Background: an optimization exercise with open tools, aiming at small area and a short achievable clock period. Do not read the settings as production practice.
RTL that was checked went through simulation tests only; none was proved equivalent to the original.
No activity file was given, so power comes from the tool's default toggle rates.

==> module pwm_ch, before the edit <==
module pwm_ch (
	input  logic        clk_i,
	input  logic        rst_ni,
	input  logic [1:0]  ctrl_i,    
	input  logic [31:0] div_i,
	input  logic        div_v_i,
	input  logic [31:0] per_i,
	input  logic        per_v_i,
	input  logic [31:0] dc_i,
	input  logic        dc_v_i,
	output logic        pts_o,
	output logic        pts_d_o,   
	output logic        oe_o
);
	logic [31:0] c1;
	logic        ph;
	logic [31:0] pc;
	function automatic lt32;
		input [31:0] a;
		input [31:0] b;
		reg [31:0] l, e;
		integer i, s;
		begin
			l = ~a & b;
			e = ~(a ^ b);
			for (s = 1; s < 32; s = s * 2)
				for (i = 0; i < 32; i = i + 2 * s) begin
					l[i] = l[i + s] | (e[i + s] & l[i]);
					e[i] = e[i + s] & e[i];
				end
			lt32 = l[0];
		end
	endfunction
	function automatic [31:0] pre32;
		input [31:0] a;
		reg [31:0] p;
		integer i, s;
		begin
			p = {a[30:0], 1'b1};
			for (s = 1; s < 32; s = s * 2)
				for (i = 0; i < 32; i = i + 1)
					if ((i / s) % 2 == 1)
						p[i] = p[i] & p[(i / s) * s - 1];
			pre32 = p;
		end
	endfunction
	wire en    = ctrl_i[1];
	wire match = div_v_i ? (c1 == div_i) : (c1 == 32'd0);
	wire tick  = en & match & ~ph;
	wire wrap  = ~per_v_i | ~lt32(pc, per_i);
	wire below = dc_v_i & lt32(pc, dc_i);
	wire load  = tick & ctrl_i[0];
	wire [31:0] c1_inc = c1 ^ pre32(c1);
	wire [31:0] pc_inc = pc ^ pre32(pc);
	assign pts_d_o = load ? below : pts_o;
	always_ff @(posedge clk_i or negedge rst_ni)
		if (!rst_ni) begin
			c1    <= 32'd1;
			ph    <= 1'b0;
			pc    <= 32'd0;
			pts_o <= 1'b0;
			oe_o  <= 1'b0;
		end else begin
			if (en)
				c1 <= match ? 32'd1 : c1_inc;
			ph    <= ph ^ (en & match);
			if (load)
				pc <= wrap ? 32'd0 : pc_inc;
			pts_o <= pts_d_o;
			oe_o  <= oe_o | load;
		end
endmodule
export LEC_CHECK = 0
export CAP_MARGIN = 20
export CORE_MARGIN = 2
export CORE_UTILIZATION = 50
export CTS_BUF_LIST = sky130_fd_sc_hd__clkbuf_16
export CTS_CLUSTER_DIAMETER = 80
export CTS_CLUSTER_SIZE = 24
export SETUP_SLACK_MARGIN = 2.6
export SLEW_MARGIN = 20
export TNS_END_PERCENT = 0
create_clock -name core_clock -period 5.0 [get_ports {PCLK_i}]
standard.sh (not shown) runs the stock make flow with config.mk's settings and CLKGATE_MAP_FILE= SYNTH_SCRIPT=/design/flow/synth_recipe.tcl, a recipe that flattens the netlist after the stock synthesis.
==> flow/flow/run.sh <==
#!/bin/bash
# The standard layout (standard.sh) with these changes:
#  - synthesis keeps adders as plain logic for ABC (no adder-cell extraction)
#    and, when flow/abc.script exists, maps with that ABC script instead of
#    ORFS's; registers and their names are those of the standard synthesis
#  - ports get buf_1 buffers (or the cell named in flow/port_buf), sized
#    later by repair, instead of delay cells
# make's full output goes to standard.log; ORFS's own logs are in orfs/logs.
#  - the delay cells are added to the platform's don't-use list
set -euo pipefail
W=$PWD
PORT_BUF=sky130_fd_sc_hd__buf_1
if [[ -f flow/port_buf ]]; then PORT_BUF=$(cat flow/port_buf); fi
DONT_USE="sky130_fd_sc_hd__probe_p_8 sky130_fd_sc_hd__probec_p_8 sky130_fd_sc_hd__lpflow_bleeder_1 sky130_fd_sc_hd__lpflow_clkbufkapwr_1 sky130_fd_sc_hd__lpflow_clkbufkapwr_16 sky130_fd_sc_hd__lpflow_clkbufkapwr_2 sky130_fd_sc_hd__lpflow_clkbufkapwr_4 sky130_fd_sc_hd__lpflow_clkbufkapwr_8 sky130_fd_sc_hd__lpflow_clkinvkapwr_1 sky130_fd_sc_hd__lpflow_clkinvkapwr_16 sky130_fd_sc_hd__lpflow_clkinvkapwr_2 sky130_fd_sc_hd__lpflow_clkinvkapwr_4 sky130_fd_sc_hd__lpflow_clkinvkapwr_8 sky130_fd_sc_hd__lpflow_decapkapwr_12 sky130_fd_sc_hd__lpflow_decapkapwr_3 sky130_fd_sc_hd__lpflow_decapkapwr_4 sky130_fd_sc_hd__lpflow_decapkapwr_6 sky130_fd_sc_hd__lpflow_decapkapwr_8 sky130_fd_sc_hd__lpflow_inputiso0n_1 sky130_fd_sc_hd__lpflow_inputiso0p_1 sky130_fd_sc_hd__lpflow_inputiso1n_1 sky130_fd_sc_hd__lpflow_inputiso1p_1 sky130_fd_sc_hd__lpflow_inputisolatch_1 sky130_fd_sc_hd__lpflow_isobufsrc_1 sky130_fd_sc_hd__lpflow_isobufsrc_16 sky130_fd_sc_hd__lpflow_isobufsrc_2 sky130_fd_sc_hd__lpflow_isobufsrc_4 sky130_fd_sc_hd__lpflow_isobufsrc_8 sky130_fd_sc_hd__lpflow_isobufsrckapwr_16 sky130_fd_sc_hd__lpflow_lsbuf_lh_hl_isowell_tap_1 sky130_fd_sc_hd__lpflow_lsbuf_lh_hl_isowell_tap_2 sky130_fd_sc_hd__lpflow_lsbuf_lh_hl_isowell_tap_4 sky130_fd_sc_hd__lpflow_lsbuf_lh_isowell_4 sky130_fd_sc_hd__lpflow_lsbuf_lh_isowell_tap_1 sky130_fd_sc_hd__lpflow_lsbuf_lh_isowell_tap_2 sky130_fd_sc_hd__lpflow_lsbuf_lh_isowell_tap_4"
DELAY_CELLS="sky130_fd_sc_hd__clkdlybuf4s15_1 sky130_fd_sc_hd__clkdlybuf4s15_2 sky130_fd_sc_hd__clkdlybuf4s18_1 sky130_fd_sc_hd__clkdlybuf4s18_2 sky130_fd_sc_hd__clkdlybuf4s25_1 sky130_fd_sc_hd__clkdlybuf4s25_2 sky130_fd_sc_hd__clkdlybuf4s50_1 sky130_fd_sc_hd__clkdlybuf4s50_2 sky130_fd_sc_hd__dlygate4sd1_1 sky130_fd_sc_hd__dlygate4sd2_1 sky130_fd_sc_hd__dlygate4sd3_1 sky130_fd_sc_hd__dlymetal6s2s_1 sky130_fd_sc_hd__dlymetal6s4s_1 sky130_fd_sc_hd__dlymetal6s6s_1"
args=(ADDER_MAP_FILE= "BUFFER_PORTS_ARGS=-buffer_cell $PORT_BUF" "SYNTH_SCRIPT=$W/flow/my_synth.tcl")
if [[ -f flow/no_delay_cells ]]; then args+=("DONT_USE_CELLS=$DONT_USE $DELAY_CELLS"); fi
if [[ -f flow/abc.script ]]; then args+=("MY_ABC_SCRIPT=$W/flow/abc.script"); fi
if [[ -f flow/extra.vars ]]; then while read -r l; do [[ -n "$l" ]] && args+=("$l"); done < flow/extra.vars; fi
bash standard.sh "${args[@]}" finish > standard.log 2>&1
Other scripts of this flow, unchanged in this note and not shown: flow/flow/abc.script, flow/flow/my_synth.tcl
The baseline finished with timing, DRC and antenna clean.
Rerun with:
--- a/flow/design.v
+++ b/flow/design.v
@@ -9,15 +9,17 @@
 	input  logic [31:0] dc_i,
 	input  logic        dc_v_i,
 	output logic        pts_o,
 	output logic        pts_d_o,   
 	output logic        oe_o
 );
-	logic [31:0] c1;
+	logic [31:0] c1;    
+	logic        y;     
 	logic        ph;
-	logic [31:0] pc;
+	logic [31:0] pc;    
+	logic        z;     
 	function automatic lt32;
 		input [31:0] a;
 		input [31:0] b;
 		reg [31:0] l, e;
 		integer i, s;
 		begin
@@ -41,34 +43,41 @@
 				for (i = 0; i < 32; i = i + 1)
 					if ((i / s) % 2 == 1)
 						p[i] = p[i] & p[(i / s) * s - 1];
 			pre32 = p;
 		end
 	endfunction
-	wire en    = ctrl_i[1];
-	wire match = div_v_i ? (c1 == div_i) : (c1 == 32'd0);
-	wire tick  = en & match & ~ph;
-	wire wrap  = ~per_v_i | ~lt32(pc, per_i);
-	wire below = dc_v_i & lt32(pc, dc_i);
-	wire load  = tick & ctrl_i[0];
+	wire en     = ctrl_i[1];
+	wire eq     = div_v_i ? (c1 == div_i) : (c1 == 32'd0);
+	wire match  = y ? (div_v_i & (div_i == 32'd1)) : eq;
+	wire tick   = en & match & ~ph;
+	wire load   = tick & ctrl_i[0];
+	wire lt_per = z ? (per_v_i & (per_i != 32'd0)) : (per_v_i & lt32(pc, per_i));
+	wire lt_dc  = z ? (dc_v_i & (dc_i != 32'd0)) : (dc_v_i & lt32(pc, dc_i));
 	wire [31:0] c1_inc = c1 ^ pre32(c1);
 	wire [31:0] pc_inc = pc ^ pre32(pc);
-	assign pts_d_o = load ? below : pts_o;
+	assign pts_d_o = load ? lt_dc : pts_o;
+	always_ff @(posedge clk_i) begin
+		if (en)
+			c1 <= y ? 32'd2 : c1_inc;
+		if (load)
+			pc <= z ? 32'd1 : pc_inc;
+	end
 	always_ff @(posedge clk_i or negedge rst_ni)
 		if (!rst_ni) begin
-			c1    <= 32'd1;
+			y     <= 1'b1;
 			ph    <= 1'b0;
-			pc    <= 32'd0;
+			z     <= 1'b1;
 			pts_o <= 1'b0;
 			oe_o  <= 1'b0;
 		end else begin
 			if (en)
-				c1 <= match ? 32'd1 : c1_inc;
+				y <= match;
 			ph    <= ph ^ (en & match);
 			if (load)
-				pc <= wrap ? 32'd0 : pc_inc;
+				z <= ~lt_per;
 			pts_o <= pts_d_o;
 			oe_o  <= oe_o | load;
 		end
 endmodule
 module	apb_pwm #(parameter DATA_WIDTH = 32,
                         ADDR_WIDTH = 8)(
Clock-buffer cell count went up by 2.
Design area went up by 4.3%.
Combinational power went down by 60%.
First-iteration DRC count went down by 4.7%.
Fmax went down by 5.5%.
Total power went up by 0.64%.
Sequential cell count went up by 4.
Via count went up by 2.5%.
Only the layout flow was run in the second run of this note; the RTL was not checked for function there.


## job 8985
The RTL this note starts from:
==> flow/design.v <==
module pwm_ch (
	input  logic        clk_i,
	input  logic        rst_ni,
	input  logic [1:0]  ctrl_i,    
	input  logic [31:0] div_i,
	input  logic        div_v_i,
	input  logic [31:0] per_i,
	input  logic        per_v_i,
	input  logic [31:0] dc_i,
	input  logic        dc_v_i,
	output logic        pts_o,
	output logic        pts_d_o,   
	output logic        oe_o
);
	logic [31:0] c1;    
	logic        y;     
	logic        ph;
	logic [31:0] pc;    
	logic        z;     
	function automatic lt32;
		input [31:0] a;
		input [31:0] b;
		reg [31:0] l, e;
		integer i, s;
		begin
			l = ~a & b;
			e = ~(a ^ b);
			for (s = 1; s < 32; s = s * 2)
				for (i = 0; i < 32; i = i + 2 * s) begin
					l[i] = l[i + s] | (e[i + s] & l[i]);
					e[i] = e[i + s] & e[i];
				end
			lt32 = l[0];
		end
	endfunction
	function automatic [31:0] pre32;
		input [31:0] a;
		reg [31:0] p;
		integer i, s;
		begin
			p = {a[30:0], 1'b1};
			for (s = 1; s < 32; s = s * 2)
				for (i = 0; i < 32; i = i + 1)
					if ((i / s) % 2 == 1)
						p[i] = p[i] & p[(i / s) * s - 1];
			pre32 = p;
		end
	endfunction
	wire en     = ctrl_i[1];
	wire eq     = div_v_i ? (c1 == div_i) : (c1 == 32'd0);
	wire match  = y ? (div_v_i & (div_i == 32'd1)) : eq;
	wire tick   = en & match & ~ph;
	wire load   = tick & ctrl_i[0];
	wire lt_per = z ? (per_v_i & (per_i != 32'd0)) : (per_v_i & lt32(pc, per_i));
	wire lt_dc  = z ? (dc_v_i & (dc_i != 32'd0)) : (dc_v_i & lt32(pc, dc_i));
	wire [31:0] c1_inc = c1 ^ pre32(c1);
	wire [31:0] pc_inc = pc ^ pre32(pc);
	assign pts_d_o = load ? lt_dc : pts_o;
	always_ff @(posedge clk_i) begin
		if (en)
			c1 <= y ? 32'd2 : c1_inc;
		if (load)
			pc <= z ? 32'd1 : pc_inc;
	end
	always_ff @(posedge clk_i or negedge rst_ni)
		if (!rst_ni) begin
			y     <= 1'b1;
			ph    <= 1'b0;
			z     <= 1'b1;
			pts_o <= 1'b0;
			oe_o  <= 1'b0;
		end else begin
			if (en)
				y <= match;
			ph    <= ph ^ (en & match);
			if (load)
				z <= ~lt_per;
			pts_o <= pts_d_o;
			oe_o  <= oe_o | load;
		end
endmodule
module	apb_pwm #(parameter DATA_WIDTH = 32,
                        ADDR_WIDTH = 8)(
	input   logic                   PCLK_i,
	input   logic                   PRST_ni,
	input   logic                   PWRITE_i,
	input   logic [ADDR_WIDTH -1:0] PADDR_i,
	input   logic [DATA_WIDTH -1:0] PWDATA_i,
	input   logic                   PSEL_i,PENABLE_i,
	output  logic [DATA_WIDTH -1:0] PRDATA_o,
	output  logic                   o_pwm_1,
	output  logic                   o_pwm_2,
	output  logic                   oe_pwm1,
	output  logic                   oe_pwm2,
	output  logic                   PSLVERR_o,PREADY_o
);
	wire       hit = (PADDR_i[7:5] == 3'd0) && (PADDR_i[1:0] == 2'd0);
	wire [2:0] idx = PADDR_i[4:2];
	wire       wr  = PSEL_i & PENABLE_i & PWRITE_i & hit;
	wire       rs  = PSEL_i & ~PENABLE_i & ~PWRITE_i & hit;
	wire [7:0] we = {8{wr}} & (8'd1 << idx);
	logic [2:0] ctrl_1, ctrl_2;
	always_ff @(posedge PCLK_i or negedge PRST_ni)
		if (!PRST_ni) begin
			ctrl_1 <= 3'd0;
			ctrl_2 <= 3'd0;
		end else begin
			if (we[0]) ctrl_1 <= PWDATA_i[2:0];
			if (we[4]) ctrl_2 <= PWDATA_i[2:0];
		end
	logic [31:0] div_1, per_1, dc_1, div_2, per_2, dc_2;
	logic [7:0]  v;    
	always_ff @(posedge PCLK_i)
		begin
			if (we[1]) div_1 <= PWDATA_i;
			if (we[2]) per_1 <= PWDATA_i;
			if (we[3]) dc_1  <= PWDATA_i;
			if (we[5]) div_2 <= PWDATA_i;
			if (we[6]) per_2 <= PWDATA_i;
			if (we[7]) dc_2  <= PWDATA_i;
		end
	always_ff @(posedge PCLK_i or negedge PRST_ni)
		if (!PRST_ni)
			v <= 8'd0;
		else
			v <= v | {we[7:5], 1'b0, we[3:1], 1'b0};
	logic [31:0] rdata_d;
	always_comb begin
		rdata_d = 32'd0;
		if (rs)
			case (idx)
				3'd0: rdata_d = {29'd0, ctrl_1};
				3'd1: rdata_d = v[1] ? div_1 : 32'd0;
				3'd2: rdata_d = v[2] ? per_1 : 32'd0;
				3'd3: rdata_d = v[3] ? dc_1  : 32'd0;
				3'd4: rdata_d = {29'd0, ctrl_2};
				3'd5: rdata_d = v[5] ? div_2 : 32'd0;
				3'd6: rdata_d = v[6] ? per_2 : 32'd0;
				3'd7: rdata_d = v[7] ? dc_2  : 32'd0;
			endcase
	end
	always_ff @(posedge PCLK_i or negedge PRST_ni)
		if (!PRST_ni)
			PRDATA_o <= 32'd0;
		else
			PRDATA_o <= rdata_d;
	logic pts_1, pts_2, pts_d_1, pts_d_2;
	pwm_ch ch1 (.clk_i(PCLK_i), .rst_ni(PRST_ni), .ctrl_i(ctrl_1[1:0]),
		.div_i(div_1), .div_v_i(v[1]), .per_i(per_1), .per_v_i(v[2]),
		.dc_i(dc_1), .dc_v_i(v[3]), .pts_o(pts_1), .pts_d_o(pts_d_1), .oe_o(oe_pwm1));
	pwm_ch ch2 (.clk_i(PCLK_i), .rst_ni(PRST_ni), .ctrl_i(ctrl_2[1:0]),
		.div_i(div_2), .div_v_i(v[5]), .per_i(per_2), .per_v_i(v[6]),
		.dc_i(dc_2), .dc_v_i(v[7]), .pts_o(pts_2), .pts_d_o(pts_d_2), .oe_o(oe_pwm2));
	wire gate_d_1 = we[0] ? PWDATA_i[2] : ctrl_1[2];
	wire gate_d_2 = we[4] ? PWDATA_i[2] : ctrl_2[2];
	always_ff @(posedge PCLK_i or negedge PRST_ni)
		if (!PRST_ni) begin
			o_pwm_1 <= 1'b0;
			o_pwm_2 <= 1'b0;
		end else begin
			o_pwm_1 <= gate_d_1 & pts_d_1;
			o_pwm_2 <= gate_d_2 & pts_d_2;
		end
	assign PSLVERR_o = 1'b0;
	assign PREADY_o  = 1'b1;
endmodule
export LEC_CHECK = 0
export CAP_MARGIN = 20
export CORE_MARGIN = 2
export CORE_UTILIZATION = 50
export CTS_BUF_LIST = sky130_fd_sc_hd__clkbuf_16
export CTS_CLUSTER_DIAMETER = 80
export CTS_CLUSTER_SIZE = 24
export SETUP_SLACK_MARGIN = 2.6
export SLEW_MARGIN = 20
create_clock -name core_clock -period 5.0 [get_ports {PCLK_i}]
==> flow/flow/run.sh <==
#!/bin/bash
# The standard layout (standard.sh) with these changes:
#  - synthesis keeps adders as plain logic for ABC (no adder-cell extraction)
#    and, when flow/abc.script exists, maps with that ABC script instead of
#    ORFS's; registers and their names are those of the standard synthesis
#  - ports get buf_1 buffers (sized later by repair) instead of delay cells
# make's full output goes to standard.log; ORFS's own logs are in orfs/logs.
set -euo pipefail
W=$PWD
args=(ADDER_MAP_FILE= "BUFFER_PORTS_ARGS=-buffer_cell sky130_fd_sc_hd__buf_1" "SYNTH_SCRIPT=$W/flow/my_synth.tcl")
if [[ -f flow/abc.script ]]; then args+=("MY_ABC_SCRIPT=$W/flow/abc.script"); fi
if [[ -f flow/extra.vars ]]; then while read -r l; do [[ -n "$l" ]] && args+=("$l"); done < flow/extra.vars; fi
bash standard.sh "${args[@]}" finish > standard.log 2>&1
==> flow/flow/my_synth.tcl <==
proc synth {args} { yosys synth -nofsm -noshare {*}$args }
proc abc {args} {
  set i [lsearch -exact $args -script]
  if {$i >= 0 && [info exists ::env(MY_ABC_SCRIPT)] && $::env(MY_ABC_SCRIPT) ne ""} {
    lset args [expr {$i + 1}] $::env(MY_ABC_SCRIPT)
  }
  yosys abc {*}$args
}
source $::env(SCRIPTS_DIR)/synth.tcl
# left out here: clear keep_hierarchy, flatten, clean up, hide names made inside functions, write 1_2_yosys.v
The final layout from job 8985, which completed every stage, passed the timing, design-rule and antenna checks at the end of the flow.
Input-level comparison between job 941 and job 8985:
--- a/flow/design.v
+++ b/flow/design.v
@@ -9,17 +9,15 @@
 	input  logic [31:0] dc_i,
 	input  logic        dc_v_i,
 	output logic        pts_o,
 	output logic        pts_d_o,   
 	output logic        oe_o
 );
-	logic [31:0] c1;    
-	logic        y;     
+	logic [31:0] c1;
 	logic        ph;
-	logic [31:0] pc;    
-	logic        z;     
+	logic [31:0] pc;
 	function automatic lt32;
 		input [31:0] a;
 		input [31:0] b;
 		reg [31:0] l, e;
 		integer i, s;
 		begin
@@ -43,41 +41,34 @@
 				for (i = 0; i < 32; i = i + 1)
 					if ((i / s) % 2 == 1)
 						p[i] = p[i] & p[(i / s) * s - 1];
 			pre32 = p;
 		end
 	endfunction
-	wire en     = ctrl_i[1];
-	wire eq     = div_v_i ? (c1 == div_i) : (c1 == 32'd0);
-	wire match  = y ? (div_v_i & (div_i == 32'd1)) : eq;
-	wire tick   = en & match & ~ph;
-	wire load   = tick & ctrl_i[0];
-	wire lt_per = z ? (per_v_i & (per_i != 32'd0)) : (per_v_i & lt32(pc, per_i));
-	wire lt_dc  = z ? (dc_v_i & (dc_i != 32'd0)) : (dc_v_i & lt32(pc, dc_i));
+	wire en    = ctrl_i[1];
+	wire match = div_v_i ? (c1 == div_i) : (c1 == 32'd0);
+	wire tick  = en & match & ~ph;
+	wire wrap  = ~per_v_i | ~lt32(pc, per_i);
+	wire below = dc_v_i & lt32(pc, dc_i);
+	wire load  = tick & ctrl_i[0];
 	wire [31:0] c1_inc = c1 ^ pre32(c1);
 	wire [31:0] pc_inc = pc ^ pre32(pc);
-	assign pts_d_o = load ? lt_dc : pts_o;
-	always_ff @(posedge clk_i) begin
-		if (en)
-			c1 <= y ? 32'd2 : c1_inc;
-		if (load)
-			pc <= z ? 32'd1 : pc_inc;
-	end
+	assign pts_d_o = load ? below : pts_o;
 	always_ff @(posedge clk_i or negedge rst_ni)
 		if (!rst_ni) begin
-			y     <= 1'b1;
+			c1    <= 32'd1;
 			ph    <= 1'b0;
-			z     <= 1'b1;
+			pc    <= 32'd0;
 			pts_o <= 1'b0;
 			oe_o  <= 1'b0;
 		end else begin
 			if (en)
-				y <= match;
+				c1 <= match ? 32'd1 : c1_inc;
 			ph    <= ph ^ (en & match);
 			if (load)
-				z <= ~lt_per;
+				pc <= wrap ? 32'd0 : pc_inc;
 			pts_o <= pts_d_o;
 			oe_o  <= oe_o | load;
 		end
 endmodule
 module	apb_pwm #(parameter DATA_WIDTH = 32,
                         ADDR_WIDTH = 8)(
==> run notes <==
Going from job 8985 to job 941, routed wire length now sits lower; tightest hold margin now larger; area growth from synthesis to layout up 0.51 points; global-route wire length before repair went down about 7%; global routing met3 resource utilization fell by 4.2 points.
Comparing job 8985 with job 941, the core utilization came out essentially unchanged.
The higher total clock sinks of job 8985 and job 941 is in job 8985.
Area after synthesis: job 8985 and job 941 compared, higher one is job 8985
Number of multi-input combinational cells in the layout, job 8985 and job 941: higher on job 8985
Job 941 vs job 8985 — number of cells upsized or downsized after cts climbed by more than 100%
The die used by job 941 is smaller than the one used by job 8985.
Only the layout flow was run in job 8985; the RTL was not checked for function there.

-- port drivers added, routing unchanged --
The results above use ideal ports. As a check the final layouts listed here were re-extracted and re-timed, cells and wires unchanged. Step 1, drivers: a clkbuf_16 drives PCLK_i and a buf_2 each remaining input, both assumed. Step 2 adds t to the input delays and takes it off the output delays; t is the mean of the earliest and latest rising clock arrival at the registers after step 1. Input paths then give back, and output paths get back, about the clock's delay inside the block. a / b / c = ideal / step 1 / step 2; a / b = the first two.
run	t (ns)	slack for setup (ns)	worst hold slack (ns)	worst data-port slew with drivers (ns)
the first run of note 1	0.615	2.528 / 2.536 / 1.921	0.462 / 0.435 / 0.485	0.05
the second run of note 1	0.649	2.384 / 2.341 / 1.692	0.404 / 0.390 / 0.481	0.12
job 8985	0.629	2.387 / 2.387 / 2.046	0.411 / 0.380 / 0.476	0.04
job 941	0.631	2.401 / 2.401 / 1.980	0.473 / 0.473 / 0.473	0.04
After both steps setup and hold are still met in every run listed. For the second run of note 1, which loses most, drivers alone change the setup slack by -0.043 ns; drivers and shift together by -0.692 ns.
